From an optimization exercise on the open Yosys and OpenROAD flow, aimed at small area; shortcuts taken in it are not production practice.
In this exercise RTL edits were held to simulation tests only and were not proved equivalent to the original.
Power and IR drop assume default switching activity. No driver is modelled on the clock port, so clocking that relies on it looks cheaper here than on a real chip.

==> exp/maple: inputs <==
Design top, start of the top module:
module top (
    input             clk,
    input             rst,
    input             div_ready,
    input             div_datavalid_i,
    input      [31:0] div_dividend_i,
    input      [31:0] div_divisor_i,
    output reg        div_doing_o,
    output reg        div_qrvalid_o,
    output reg [31:0] div_quotient_o,
    output reg [31:0] div_remainder_o
);
    wire v_in = div_datavalid_i & (|div_divisor_i);
    wire [0:0] t0 = div_dividend_i[31];
    wire hi0 = |div_divisor_i[31:1];
    wire [1:0] c0;
    wire [0:0] d0;
    assign c0[0] = 1'b0;
    assign d0[0] = t0[0] ^ div_divisor_i[0] ^ c0[0];
    assign c0[1] = (~t0[0] & (div_divisor_i[0] | c0[0])) | (div_divisor_i[0] & c0[0]);
    wire qb0 = ~c0[1] & ~hi0;
    wire [0:0] r0 = qb0 ? d0 : t0;
    wire [30:0] a0 = div_dividend_i[30:0];
    wire [0:0] q0 = qb0;
    wire [1:0] t1 = {r0, a0[30]};
    wire hi1 = |div_divisor_i[31:2];
    wire [2:0] c1;
    wire [1:0] d1;
    assign c1[0] = 1'b0;
    assign d1[0] = t1[0] ^ div_divisor_i[0] ^ c1[0];
    assign c1[1] = (~t1[0] & (div_divisor_i[0] | c1[0])) | (div_divisor_i[0] & c1[0]);
    assign d1[1] = t1[1] ^ div_divisor_i[1] ^ c1[1];
    assign c1[2] = (~t1[1] & (div_divisor_i[1] | c1[1])) | (div_divisor_i[1] & c1[1]);
    wire qb1 = ~c1[2] & ~hi1;
    wire [1:0] r1 = qb1 ? d1 : t1;
  ...
make LEC_CHECK=0 CAP_MARGIN=20 CORE_MARGIN=2 CORE_UTILIZATION=60 CTS_BUF_LIST=sky130_fd_sc_hd__clkbuf_4 SLEW_MARGIN=20 finish   # period 7.5 ns
run.sh (not shown) runs the stock make flow with config.mk's settings and CLKGATE_MAP_FILE= SYNTH_SCRIPT=/design/flow/synth_recipe.tcl, a recipe that flattens the netlist after the stock synthesis.
==> exp/umber (differences from exp/maple) <==
--- a/flow/design.v
+++ b/flow/design.v
@@ -5,12 +5,12 @@
     input             div_datavalid_i,
     input      [31:0] div_dividend_i,
     input      [31:0] div_divisor_i,
     output reg        div_doing_o,
     output reg        div_qrvalid_o,
-    output reg [31:0] div_quotient_o,
-    output reg [31:0] div_remainder_o
+    output     [31:0] div_quotient_o,
+    output     [31:0] div_remainder_o
 );
     wire v_in = div_datavalid_i & (|div_divisor_i);
     wire [0:0] t0 = div_dividend_i[31];
     wire hi0 = |div_divisor_i[31:1];
     wire [1:0] c0;
@@ -123,10 +123,11 @@
     always @(posedge clk) begin a_s1 <= a5; b_s1 <= b_s0; end
     wire [6:0] t6 = {r_s1, a_s1[25]};
     wire hi6 = |b_s1[31:7];
     wire [6:0] g6 = ~t6 & b_s1[6:0];
     wire [6:0] p6 = ~(t6 ^ b_s1[6:0]);
+    wire [6:0] po6 = ~t6 | b_s1[6:0];
     wire G6_0 = g6[1] | (p6[1] & g6[0]);
     wire P6_0 = p6[1] & p6[0];
     wire G6_1 = g6[3] | (p6[3] & g6[2]);
     wire P6_1 = p6[3] & p6[2];
     wire G6_2 = g6[5] | (p6[5] & g6[4]);
@@ -159,10 +160,11 @@
     wire [6:0] q6 = {q_s1, qb6};
     wire [7:0] t7 = {r6, a6[24]};
     wire hi7 = |b_s1[31:8];
     wire [7:0] g7 = ~t7 & b_s1[7:0];
     wire [7:0] p7 = ~(t7 ^ b_s1[7:0]);
+    wire [7:0] po7 = ~t7 | b_s1[7:0];
     wire G7_0 = g7[1] | (p7[1] & g7[0]);
     wire P7_0 = p7[1] & p7[0];
     wire G7_1 = g7[3] | (p7[3] & g7[2]);
     wire P7_1 = p7[3] & p7[2];
     wire G7_2 = g7[5] | (p7[5] & g7[4]);
@@ -209,10 +211,11 @@
     always @(posedge clk) begin a_s2 <= a7; b_s2 <= b_s1; end
     wire [8:0] t8 = {r_s2, a_s2[23]};
     wire hi8 = |b_s2[31:9];
     wire [8:0] g8 = ~t8 & b_s2[8:0];
     wire [8:0] p8 = ~(t8 ^ b_s2[8:0]);
+    wire [8:0] po8 = ~t8 | b_s2[8:0];
     wire G8_0 = g8[1] | (p8[1] & g8[0]);
     wire P8_0 = p8[1] & p8[0];
     wire G8_1 = g8[3] | (p8[3] & g8[2]);
     wire P8_1 = p8[3] & p8[2];
     wire G8_2 = g8[5] | (p8[5] & g8[4]);
@@ -255,10 +258,11 @@
     wire [8:0] q8 = {q_s2, qb8};
     wire [9:0] t9 = {r8, a8[22]};
     wire hi9 = |b_s2[31:10];
     wire [9:0] g9 = ~t9 & b_s2[9:0];
     wire [9:0] p9 = ~(t9 ^ b_s2[9:0]);
+    wire [9:0] po9 = ~t9 | b_s2[9:0];
     wire G9_0 = g9[1] | (p9[1] & g9[0]);
     wire P9_0 = p9[1] & p9[0];
     wire G9_1 = g9[3] | (p9[3] & g9[2]);
     wire P9_1 = p9[3] & p9[2];
     wire G9_2 = g9[5] | (p9[5] & g9[4]);
@@ -313,10 +317,11 @@
     always @(posedge clk) begin a_s3 <= a9; b_s3 <= b_s2; end
     wire [10:0] t10 = {r_s3, a_s3[21]};
     wire hi10 = |b_s3[31:11];
     wire [10:0] g10 = ~t10 & b_s3[10:0];
     wire [10:0] p10 = ~(t10 ^ b_s3[10:0]);
+    wire [10:0] po10 = ~t10 | b_s3[10:0];
     wire G10_0 = g10[1] | (p10[1] & g10[0]);
     wire P10_0 = p10[1] & p10[0];
     wire G10_1 = g10[3] | (p10[3] & g10[2]);
     wire P10_1 = p10[3] & p10[2];
     wire G10_2 = g10[5] | (p10[5] & g10[4]);
@@ -369,10 +374,11 @@
     wire [10:0] q10 = {q_s3, qb10};
     wire [11:0] t11 = {r10, a10[20]};
     wire hi11 = |b_s3[31:12];
     wire [11:0] g11 = ~t11 & b_s3[11:0];
     wire [11:0] p11 = ~(t11 ^ b_s3[11:0]);
+    wire [11:0] po11 = ~t11 | b_s3[11:0];
     wire G11_0 = g11[1] | (p11[1] & g11[0]);
     wire P11_0 = p11[1] & p11[0];
     wire G11_1 = g11[3] | (p11[3] & g11[2]);
     wire P11_1 = p11[3] & p11[2];
     wire G11_2 = g11[5] | (p11[5] & g11[4]);
@@ -439,10 +445,11 @@
     always @(posedge clk) begin a_s4 <= a11; b_s4 <= b_s3; end
     wire [12:0] t12 = {r_s4, a_s4[19]};
     wire hi12 = |b_s4[31:13];
     wire [12:0] g12 = ~t12 & b_s4[12:0];
     wire [12:0] p12 = ~(t12 ^ b_s4[12:0]);
+    wire [12:0] po12 = ~t12 | b_s4[12:0];
     wire G12_0 = g12[1] | (p12[1] & g12[0]);
     wire P12_0 = p12[1] & p12[0];
     wire G12_1 = g12[3] | (p12[3] & g12[2]);
     wire P12_1 = p12[3] & p12[2];
     wire G12_2 = g12[5] | (p12[5] & g12[4]);
@@ -507,10 +514,11 @@
     wire [12:0] q12 = {q_s4, qb12};
     wire [13:0] t13 = {r12, a12[18]};
     wire hi13 = |b_s4[31:14];
     wire [13:0] g13 = ~t13 & b_s4[13:0];
     wire [13:0] p13 = ~(t13 ^ b_s4[13:0]);
+    wire [13:0] po13 = ~t13 | b_s4[13:0];
     wire G13_0 = g13[1] | (p13[1] & g13[0]);
     wire P13_0 = p13[1] & p13[0];
     wire G13_1 = g13[3] | (p13[3] & g13[2]);
     wire P13_1 = p13[3] & p13[2];
     wire G13_2 = g13[5] | (p13[5] & g13[4]);
@@ -589,10 +597,11 @@
     always @(posedge clk) begin a_s5 <= a13; b_s5 <= b_s4; end
     wire [14:0] t14 = {r_s5, a_s5[17]};
     wire hi14 = |b_s5[31:15];
     wire [14:0] g14 = ~t14 & b_s5[14:0];
     wire [14:0] p14 = ~(t14 ^ b_s5[14:0]);
+    wire [14:0] po14 = ~t14 | b_s5[14:0];
     wire G14_0 = g14[1] | (p14[1] & g14[0]);
     wire P14_0 = p14[1] & p14[0];
     wire G14_1 = g14[3] | (p14[3] & g14[2]);
     wire P14_1 = p14[3] & p14[2];
     wire G14_2 = g14[5] | (p14[5] & g14[4]);
@@ -671,10 +680,11 @@
     wire [14:0] q14 = {q_s5, qb14};
     wire [15:0] t15 = {r14, a14[16]};
     wire hi15 = |b_s5[31:16];
     wire [15:0] g15 = ~t15 & b_s5[15:0];
     wire [15:0] p15 = ~(t15 ^ b_s5[15:0]);
+    wire [15:0] po15 = ~t15 | b_s5[15:0];
     wire G15_0 = g15[1] | (p15[1] & g15[0]);
     wire P15_0 = p15[1] & p15[0];
     wire G15_1 = g15[3] | (p15[3] & g15[2]);
     wire P15_1 = p15[3] & p15[2];
     wire G15_2 = g15[5] | (p15[5] & g15[4]);
@@ -769,10 +779,11 @@
     always @(posedge clk) begin a_s6 <= a15; b_s6 <= b_s5; end
     wire [16:0] t16 = {r_s6, a_s6[15]};
     wire hi16 = |b_s6[31:17];
     wire [16:0] g16 = ~t16 & b_s6[16:0];
     wire [16:0] p16 = ~(t16 ^ b_s6[16:0]);
+    wire [16:0] po16 = ~t16 | b_s6[16:0];
     wire G16_0 = g16[1] | (p16[1] & g16[0]);
     wire P16_0 = p16[1] & p16[0];
     wire G16_1 = g16[3] | (p16[3] & g16[2]);
     wire P16_1 = p16[3] & p16[2];
     wire G16_2 = g16[5] | (p16[5] & g16[4]);
@@ -863,10 +874,11 @@
     wire [16:0] q16 = {q_s6, qb16};
     wire [17:0] t17 = {r16, a16[14]};
     wire hi17 = |b_s6[31:18];
     wire [17:0] g17 = ~t17 & b_s6[17:0];
     wire [17:0] p17 = ~(t17 ^ b_s6[17:0]);
+    wire [17:0] po17 = ~t17 | b_s6[17:0];
     wire G17_0 = g17[1] | (p17[1] & g17[0]);
     wire P17_0 = p17[1] & p17[0];
     wire G17_1 = g17[3] | (p17[3] & g17[2]);
     wire P17_1 = p17[3] & p17[2];
     wire G17_2 = g17[5] | (p17[5] & g17[4]);
@@ -969,10 +981,11 @@
     always @(posedge clk) begin a_s7 <= a17; b_s7 <= b_s6; end
     wire [18:0] t18 = {r_s7, a_s7[13]};
     wire hi18 = |b_s7[31:19];
     wire [18:0] g18 = ~t18 & b_s7[18:0];
     wire [18:0] p18 = ~(t18 ^ b_s7[18:0]);
+    wire [18:0] po18 = ~t18 | b_s7[18:0];
     wire G18_0 = g18[1] | (p18[1] & g18[0]);
     wire P18_0 = p18[1] & p18[0];
     wire G18_1 = g18[3] | (p18[3] & g18[2]);
     wire P18_1 = p18[3] & p18[2];
     wire G18_2 = g18[5] | (p18[5] & g18[4]);
@@ -1073,10 +1086,11 @@
     wire [18:0] q18 = {q_s7, qb18};
     wire [19:0] t19 = {r18, a18[12]};
     wire hi19 = |b_s7[31:20];
     wire [19:0] g19 = ~t19 & b_s7[19:0];
     wire [19:0] p19 = ~(t19 ^ b_s7[19:0]);
+    wire [19:0] po19 = ~t19 | b_s7[19:0];
     wire G19_0 = g19[1] | (p19[1] & g19[0]);
     wire P19_0 = p19[1] & p19[0];
     wire G19_1 = g19[3] | (p19[3] & g19[2]);
     wire P19_1 = p19[3] & p19[2];
     wire G19_2 = g19[5] | (p19[5] & g19[4]);
@@ -1191,10 +1205,11 @@
     always @(posedge clk) begin a_s8 <= a19; b_s8 <= b_s7; end
     wire [20:0] t20 = {r_s8, a_s8[11]};
     wire hi20 = |b_s8[31:21];
     wire [20:0] g20 = ~t20 & b_s8[20:0];
     wire [20:0] p20 = ~(t20 ^ b_s8[20:0]);
+    wire [20:0] po20 = ~t20 | b_s8[20:0];
     wire G20_0 = g20[1] | (p20[1] & g20[0]);
     wire P20_0 = p20[1] & p20[0];
     wire G20_1 = g20[3] | (p20[3] & g20[2]);
     wire P20_1 = p20[3] & p20[2];
     wire G20_2 = g20[5] | (p20[5] & g20[4]);
@@ -1307,10 +1322,11 @@
     wire [20:0] q20 = {q_s8, qb20};
     wire [21:0] t21 = {r20, a20[10]};
     wire hi21 = |b_s8[31:22];
     wire [21:0] g21 = ~t21 & b_s8[21:0];
     wire [21:0] p21 = ~(t21 ^ b_s8[21:0]);
+    wire [21:0] po21 = ~t21 | b_s8[21:0];
     wire G21_0 = g21[1] | (p21[1] & g21[0]);
     wire P21_0 = p21[1] & p21[0];
     wire G21_1 = g21[3] | (p21[3] & g21[2]);
     wire P21_1 = p21[3] & p21[2];
     wire G21_2 = g21[5] | (p21[5] & g21[4]);
@@ -1437,10 +1453,11 @@
     always @(posedge clk) begin a_s9 <= a21; b_s9 <= b_s8; end
     wire [22:0] t22 = {r_s9, a_s9[9]};
     wire hi22 = |b_s9[31:23];
     wire [22:0] g22 = ~t22 & b_s9[22:0];
     wire [22:0] p22 = ~(t22 ^ b_s9[22:0]);
+    wire [22:0] po22 = ~t22 | b_s9[22:0];
     wire G22_0 = g22[1] | (p22[1] & g22[0]);
     wire P22_0 = p22[1] & p22[0];
     wire G22_1 = g22[3] | (p22[3] & g22[2]);
     wire P22_1 = p22[3] & p22[2];
     wire G22_2 = g22[5] | (p22[5] & g22[4]);
@@ -1567,10 +1584,11 @@
     wire [22:0] q22 = {q_s9, qb22};
     wire [23:0] t23 = {r22, a22[8]};
     wire hi23 = |b_s9[31:24];
     wire [23:0] g23 = ~t23 & b_s9[23:0];
     wire [23:0] p23 = ~(t23 ^ b_s9[23:0]);
+    wire [23:0] po23 = ~t23 | b_s9[23:0];
     wire G23_0 = g23[1] | (p23[1] & g23[0]);
     wire P23_0 = p23[1] & p23[0];
     wire G23_1 = g23[3] | (p23[3] & g23[2]);
     wire P23_1 = p23[3] & p23[2];
     wire G23_2 = g23[5] | (p23[5] & g23[4]);
@@ -1713,10 +1731,11 @@
     always @(posedge clk) begin a_s10 <= a23; b_s10 <= b_s9; end
     wire [24:0] t24 = {r_s10, a_s10[7]};
     wire hi24 = |b_s10[31:25];
     wire [24:0] g24 = ~t24 & b_s10[24:0];
     wire [24:0] p24 = ~(t24 ^ b_s10[24:0]);
+    wire [24:0] po24 = ~t24 | b_s10[24:0];
     wire G24_0 = g24[1] | (p24[1] & g24[0]);
     wire P24_0 = p24[1] & p24[0];
     wire G24_1 = g24[3] | (p24[3] & g24[2]);
     wire P24_1 = p24[3] & p24[2];
     wire G24_2 = g24[5] | (p24[5] & g24[4]);
@@ -1857,10 +1876,11 @@
     wire [24:0] q24 = {q_s10, qb24};
     wire [25:0] t25 = {r24, a24[6]};
     wire hi25 = |b_s10[31:26];
     wire [25:0] g25 = ~t25 & b_s10[25:0];
     wire [25:0] p25 = ~(t25 ^ b_s10[25:0]);
+    wire [25:0] po25 = ~t25 | b_s10[25:0];
     wire G25_0 = g25[1] | (p25[1] & g25[0]);
     wire P25_0 = p25[1] & p25[0];
     wire G25_1 = g25[3] | (p25[3] & g25[2]);
     wire P25_1 = p25[3] & p25[2];
     wire G25_2 = g25[5] | (p25[5] & g25[4]);
@@ -2015,10 +2035,11 @@
     always @(posedge clk) begin a_s11 <= a25; b_s11 <= b_s10; end
     wire [26:0] t26 = {r_s11, a_s11[5]};
     wire hi26 = |b_s11[31:27];
     wire [26:0] g26 = ~t26 & b_s11[26:0];
     wire [26:0] p26 = ~(t26 ^ b_s11[26:0]);
+    wire [26:0] po26 = ~t26 | b_s11[26:0];
     wire G26_0 = g26[1] | (p26[1] & g26[0]);
     wire P26_0 = p26[1] & p26[0];
     wire G26_1 = g26[3] | (p26[3] & g26[2]);
     wire P26_1 = p26[3] & p26[2];
     wire G26_2 = g26[5] | (p26[5] & g26[4]);
@@ -2173,10 +2194,11 @@
     wire [26:0] q26 = {q_s11, qb26};
     wire [27:0] t27 = {r26, a26[4]};
     wire hi27 = |b_s11[31:28];
     wire [27:0] g27 = ~t27 & b_s11[27:0];
     wire [27:0] p27 = ~(t27 ^ b_s11[27:0]);
+    wire [27:0] po27 = ~t27 | b_s11[27:0];
     wire G27_0 = g27[1] | (p27[1] & g27[0]);
     wire P27_0 = p27[1] & p27[0];
     wire G27_1 = g27[3] | (p27[3] & g27[2]);
     wire P27_1 = p27[3] & p27[2];
     wire G27_2 = g27[5] | (p27[5] & g27[4]);
@@ -2347,10 +2369,11 @@
     always @(posedge clk) begin a_s12 <= a27; b_s12 <= b_s11; end
     wire [28:0] t28 = {r_s12, a_s12[3]};
     wire hi28 = |b_s12[31:29];
     wire [28:0] g28 = ~t28 & b_s12[28:0];
     wire [28:0] p28 = ~(t28 ^ b_s12[28:0]);
+    wire [28:0] po28 = ~t28 | b_s12[28:0];
     wire G28_0 = g28[1] | (p28[1] & g28[0]);
     wire P28_0 = p28[1] & p28[0];
     wire G28_1 = g28[3] | (p28[3] & g28[2]);
     wire P28_1 = p28[3] & p28[2];
     wire G28_2 = g28[5] | (p28[5] & g28[4]);
@@ -2521,10 +2544,11 @@
     wire [28:0] q28 = {q_s12, qb28};
     wire [29:0] t29 = {r28, a28[2]};
     wire hi29 = |b_s12[31:30];
     wire [29:0] g29 = ~t29 & b_s12[29:0];
     wire [29:0] p29 = ~(t29 ^ b_s12[29:0]);
+    wire [29:0] po29 = ~t29 | b_s12[29:0];
     wire G29_0 = g29[1] | (p29[1] & g29[0]);
     wire P29_0 = p29[1] & p29[0];
     wire G29_1 = g29[3] | (p29[3] & g29[2]);
     wire P29_1 = p29[3] & p29[2];
     wire G29_2 = g29[5] | (p29[5] & g29[4]);
@@ -2711,10 +2735,11 @@
     always @(posedge clk) begin a_s13 <= a29; b_s13 <= b_s12; end
     wire [30:0] t30 = {r_s13, a_s13[1]};
     wire hi30 = |b_s13[31:31];
     wire [30:0] g30 = ~t30 & b_s13[30:0];
     wire [30:0] p30 = ~(t30 ^ b_s13[30:0]);
+    wire [30:0] po30 = ~t30 | b_s13[30:0];
     wire G30_0 = g30[1] | (p30[1] & g30[0]);
     wire P30_0 = p30[1] & p30[0];
     wire G30_1 = g30[3] | (p30[3] & g30[2]);
     wire P30_1 = p30[3] & p30[2];
     wire G30_2 = g30[5] | (p30[5] & g30[4]);
@@ -2903,10 +2928,11 @@
     wire [30:0] q30 = {q_s13, qb30};
     wire [31:0] t31 = {r30, a30[0]};
     wire hi31 = 1'b0;
     wire [31:0] g31 = ~t31 & b_s13[31:0];
     wire [31:0] p31 = ~(t31 ^ b_s13[31:0]);
+    wire [31:0] po31 = ~t31 | b_s13[31:0];
     wire G31_0 = g31[1] | (p31[1] & g31[0]);
     wire P31_0 = p31[1] & p31[0];
     wire G31_1 = g31[3] | (p31[3] & g31[2]);
     wire P31_1 = p31[3] & p31[2];
     wire G31_2 = g31[5] | (p31[5] & g31[4]);
@@ -3209,29 +3235,31 @@
     reg v_s32;
     always @(posedge clk) v_s32 <= v_s31 & ~rst;
     reg [32:0] x_s32;
     reg [4:0] lm_s32;
     always @(posedge clk) begin x_s32 <= x_s31; lm_s32 <= lm_s31; end
-    wire [31:0] th, qf, rf;
-    genvar ui;
-    generate for (ui = 0; ui < 32; ui = ui + 1) begin : up
-        assign th[ui] = (ui <= lm_s32);
-        assign rf[ui] = x_s32[32-ui] & th[ui];
-        if (ui == 0) begin : u0 assign qf[ui] = x_s32[0]; end
-        else begin : un assign qf[ui] = x_s32[ui] & ~th[32-ui]; end
-    end endgenerate
+    reg [32:0] x_o;
+    reg [4:0] lm_o;
     always @(posedge clk) begin
         if (rst | div_ready) begin
-            div_qrvalid_o   <= 1'b0;
-            div_quotient_o  <= 32'd0;
-            div_remainder_o <= 32'd0;
+            div_qrvalid_o <= 1'b0;
+            x_o           <= 33'd0;
+            lm_o          <= 5'd0;
         end else if (v_s32) begin
-            div_qrvalid_o   <= 1'b1;
-            div_quotient_o  <= qf;
-            div_remainder_o <= rf;
+            div_qrvalid_o <= 1'b1;
+            x_o           <= x_s32;
+            lm_o          <= lm_s32;
         end
     end
+    wire [31:0] th;
+    genvar ui;
+    generate for (ui = 0; ui < 32; ui = ui + 1) begin : up
+        assign th[ui] = (ui <= lm_o);
+        assign div_remainder_o[ui] = x_o[32-ui] & th[ui];
+        if (ui == 0) begin : u0 assign div_quotient_o[ui] = x_o[0]; end
+        else begin : un assign div_quotient_o[ui] = x_o[ui] & ~th[32-ui]; end
+    end endgenerate
     always @(posedge clk) begin
         if (rst)
             div_doing_o <= 1'b0;
         else if (div_qrvalid_o)
             div_doing_o <= 1'b0;
==> flow/flow/run.sh (new file) <==
#!/bin/bash
# The standard layout (standard.sh, which runs the standard synthesis and ORFS
# unchanged) with two placement/CTS options set through ORFS's own variables:
#  - every input and output port still gets its own buffer, but a buf_1 rather
#    than the larger default cell (the resizer may still upsize it);
#  - clock tree synthesis adds no dummy loads;
#  - after global routing, gates with positive slack are downsized (RECOVER_POWER).
# make's full output goes to standard_flow.log; ORFS keeps each step's log
# under orfs/logs.
set -euo pipefail
export BUFFER_PORTS_ARGS="-inputs -outputs -buffer_cell sky130_fd_sc_hd__buf_1"
export RECOVER_POWER=100
export CTS_ARGS="-sink_clustering_enable -repair_clock_nets -dont_use_dummy_load -sink_clustering_size 24 -sink_clustering_max_diameter 100"
bash standard.sh > standard_flow.log 2>&1
==> flow/standard.sh (new file) <==
#!/bin/bash
# synth_recipe.tcl (not shown) runs the flow's synth.tcl, then flattens the netlist and writes it again
# the make line also repeats each setting of config.mk as NAME=value (left out here)
make -C /OpenROAD-flow-scripts/flow DESIGN_CONFIG=/design/flow/config.mk WORK_HOME=/design/flow/orfs CLKGATE_MAP_FILE= SYNTH_SCRIPT=/design/flow/synth_recipe.tcl "${@:-finish}"
Settings changed: CTS_BUF_LIST sky130_fd_sc_hd__clkbuf_4 to not set, CTS_CLUSTER_DIAMETER set to 100, CTS_CLUSTER_SIZE set to 24.
removed: flow/run.sh
==> exp/garnet (differences from exp/maple) <==
==> flow/flow/run.sh (new file) <==
#!/bin/bash
# Standard layout, with clock tree synthesis told not to add dummy loads.
set -euo pipefail
export CTS_ARGS="-sink_clustering_enable -repair_clock_nets -dont_use_dummy_load"
bash standard.sh > standard_flow.log 2>&1
==> flow/standard.sh (new file) <==
#!/bin/bash
# synth_recipe.tcl (not shown) runs the flow's synth.tcl, then flattens the netlist and writes it again
# the make line also repeats each setting of config.mk as NAME=value (left out here)
make -C /OpenROAD-flow-scripts/flow DESIGN_CONFIG=/design/flow/config.mk WORK_HOME=/design/flow/orfs CLKGATE_MAP_FILE= SYNTH_SCRIPT=/design/flow/synth_recipe.tcl "${@:-finish}"
Settings changed: CORE_UTILIZATION 60 to 40, CTS_BUF_LIST sky130_fd_sc_hd__clkbuf_4 to not set.
removed: flow/run.sh
==> exp/violet (differences from exp/maple) <==
==> flow/flow/run.sh (new file) <==
#!/bin/bash
# Standard layout, with clock tree synthesis told not to add dummy loads and to use larger sink clusters.
set -euo pipefail
export CTS_ARGS="-sink_clustering_enable -repair_clock_nets -dont_use_dummy_load -sink_clustering_size 30 -sink_clustering_max_diameter 120"
bash standard.sh > standard_flow.log 2>&1
==> flow/standard.sh (new file) <==
#!/bin/bash
# synth_recipe.tcl (not shown) runs the flow's synth.tcl, then flattens the netlist and writes it again
# the make line also repeats each setting of config.mk as NAME=value (left out here)
make -C /OpenROAD-flow-scripts/flow DESIGN_CONFIG=/design/flow/config.mk WORK_HOME=/design/flow/orfs CLKGATE_MAP_FILE= SYNTH_SCRIPT=/design/flow/synth_recipe.tcl "${@:-finish}"
Settings changed: CORE_UTILIZATION 60 to 40, CTS_BUF_LIST sky130_fd_sc_hd__clkbuf_4 to not set.
removed: flow/run.sh
==> comparison table <==
Final-stage net count: exp/violet 6672; exp/umber 6640; exp/garnet 6784; exp/maple 7053
Leak Pwr: exp/violet 0.03166 uW; exp/umber 0.03124 uW; exp/garnet 0.03304 uW; exp/maple 0.03415 uW
Clock network contribution to total cell area: exp/violet 2.601%; exp/umber 3.244%; exp/garnet 6.197%; exp/maple 7.539%
Critical path buffers and inverters: exp/violet 3; exp/umber 4; exp/garnet 3; exp/maple 2
Number of synthesized register bits: exp/violet 1955; exp/umber 1929; exp/garnet 1955; exp/maple 1955
Multi-input logic portion of the cell area: exp/violet 35.00%; exp/umber 35.73%; exp/garnet 33.71%; exp/maple 33.66%
Number of cell rows: exp/violet 150; exp/umber 121; exp/garnet 150; exp/maple 122
Arrival time of data at the critical path endpoint: exp/violet 7.52 ns; exp/umber 7.75 ns; exp/garnet 7.60 ns; exp/maple 7.99 ns
Sequential cell area: exp/violet 39140 um2; exp/umber 38620 um2; exp/garnet 39140 um2; exp/maple 39140 um2
Worst-path cell with the longest stage delay: exp/violet sky130_fd_sc_hd__a311oi_2; exp/umber sky130_fd_sc_hd__a31o_1; exp/garnet sky130_fd_sc_hd__a311oi_2; exp/maple sky130_fd_sc_hd__or3_1
Combinational share of power: exp/violet 14.1%; exp/umber 13.8%; exp/garnet 12.3%; exp/maple 12.0%
Post-synthesis simple-gate area fraction: exp/violet 7.745%; exp/umber 7.596%; exp/garnet 7.745%; exp/maple 7.745%
Depth of the most critical reg-to-reg path: exp/violet 24; exp/umber 25; exp/garnet 25; exp/maple 25
Die Footprint: exp/violet 170800 um2; exp/umber 113000 um2; exp/garnet 170800 um2; exp/maple 114300 um2
Post-placement cell count: exp/violet 8112; exp/umber 7336; exp/garnet 8112; exp/maple 7392
Number of standard cells after synthesis: exp/violet 5819; exp/umber 5751; exp/garnet 5819; exp/maple 5819
Cell area power density: exp/violet 283.5 nW/um2; exp/umber 294.5 nW/um2; exp/garnet 313.3 nW/um2; exp/maple 317.5 nW/um2
Result of the run: exp/violet complete, no violations; exp/umber failed layout checks; exp/garnet complete, no violations; exp/maple complete, no violations
Layout check failures: exp/violet -; exp/umber max-capacitance violations, max-slew violations; exp/garnet -; exp/maple -
Highest clock frequency the design can meet: exp/violet 143.8 MHz; exp/umber 139.0 MHz; exp/garnet 143.4 MHz; exp/maple 144.2 MHz
Clock buffers created by TritonCTS: exp/violet 76; exp/umber 92; exp/garnet 188; exp/maple 460
Met2 wire len: exp/violet 59160 um; exp/umber 57080 um; exp/garnet 60490 um; exp/maple 58430 um
Wire length per cell: exp/violet 14.69 um; exp/umber 16.14 um; exp/garnet 14.77 um; exp/maple 14.90 um
Combinational gate power: exp/violet 2920 uW; exp/umber 2880 uW; exp/garnet 2930 uW; exp/maple 2900 uW
Slew of the pin with the lowest slew margin: exp/violet 1.025 ns; exp/umber 2.616 ns; exp/garnet 1.015 ns; exp/maple 0.9544 ns
Relative area of non-clock buffer cells in the final design: exp/violet 2.538%; exp/umber 1.451%; exp/garnet 2.444%; exp/maple 2.364%
Clock network power: exp/violet 4720 uW; exp/umber 5070 uW; exp/garnet 7750 uW; exp/maple 8050 uW

## re-timing with driven ports
No port has a modelled driver above. Below, the same layouts with a new extraction and two added sets of constraints.
Step 1 (the two cells are an assumption about what drives the block):
set clk [get_ports {clk}]
set_driving_cell -lib_cell sky130_fd_sc_hd__clkbuf_16 $clk
set_driving_cell -lib_cell sky130_fd_sc_hd__buf_2 [delete_from_list [all_inputs] $clk]
Step 2 times the ports against the registers' clock, not the clock port: input delays grow and output delays shrink by t, the midpoint of the rising clock arrivals with the driver on.
Three values: ideal ports, drivers, drivers and shift; two values: the first two.
run	shift t [ns]	setup WS [ns]	latest minus earliest clock arrival (ns)	pins driven straight from the clock port
exp/maple	1.262	0.567 / 0.567 / 0.211	0.153 / 0.153	1
exp/umber	0.718	0.308 / 0.308 / 0.259	0.058 / 0.058	1
exp/garnet	0.847	0.526 / 0.526 / -0.049	0.130 / 0.130	1
exp/violet	0.774	0.546 / 0.546 / -0.088	0.110 / 0.109	1
With both steps, setup timing fails in exp/garnet and exp/violet, where it was met with ideal ports. For exp/violet, which loses most, drivers alone change the setup slack by 0.000 ns; drivers and shift together by -0.634 ns.
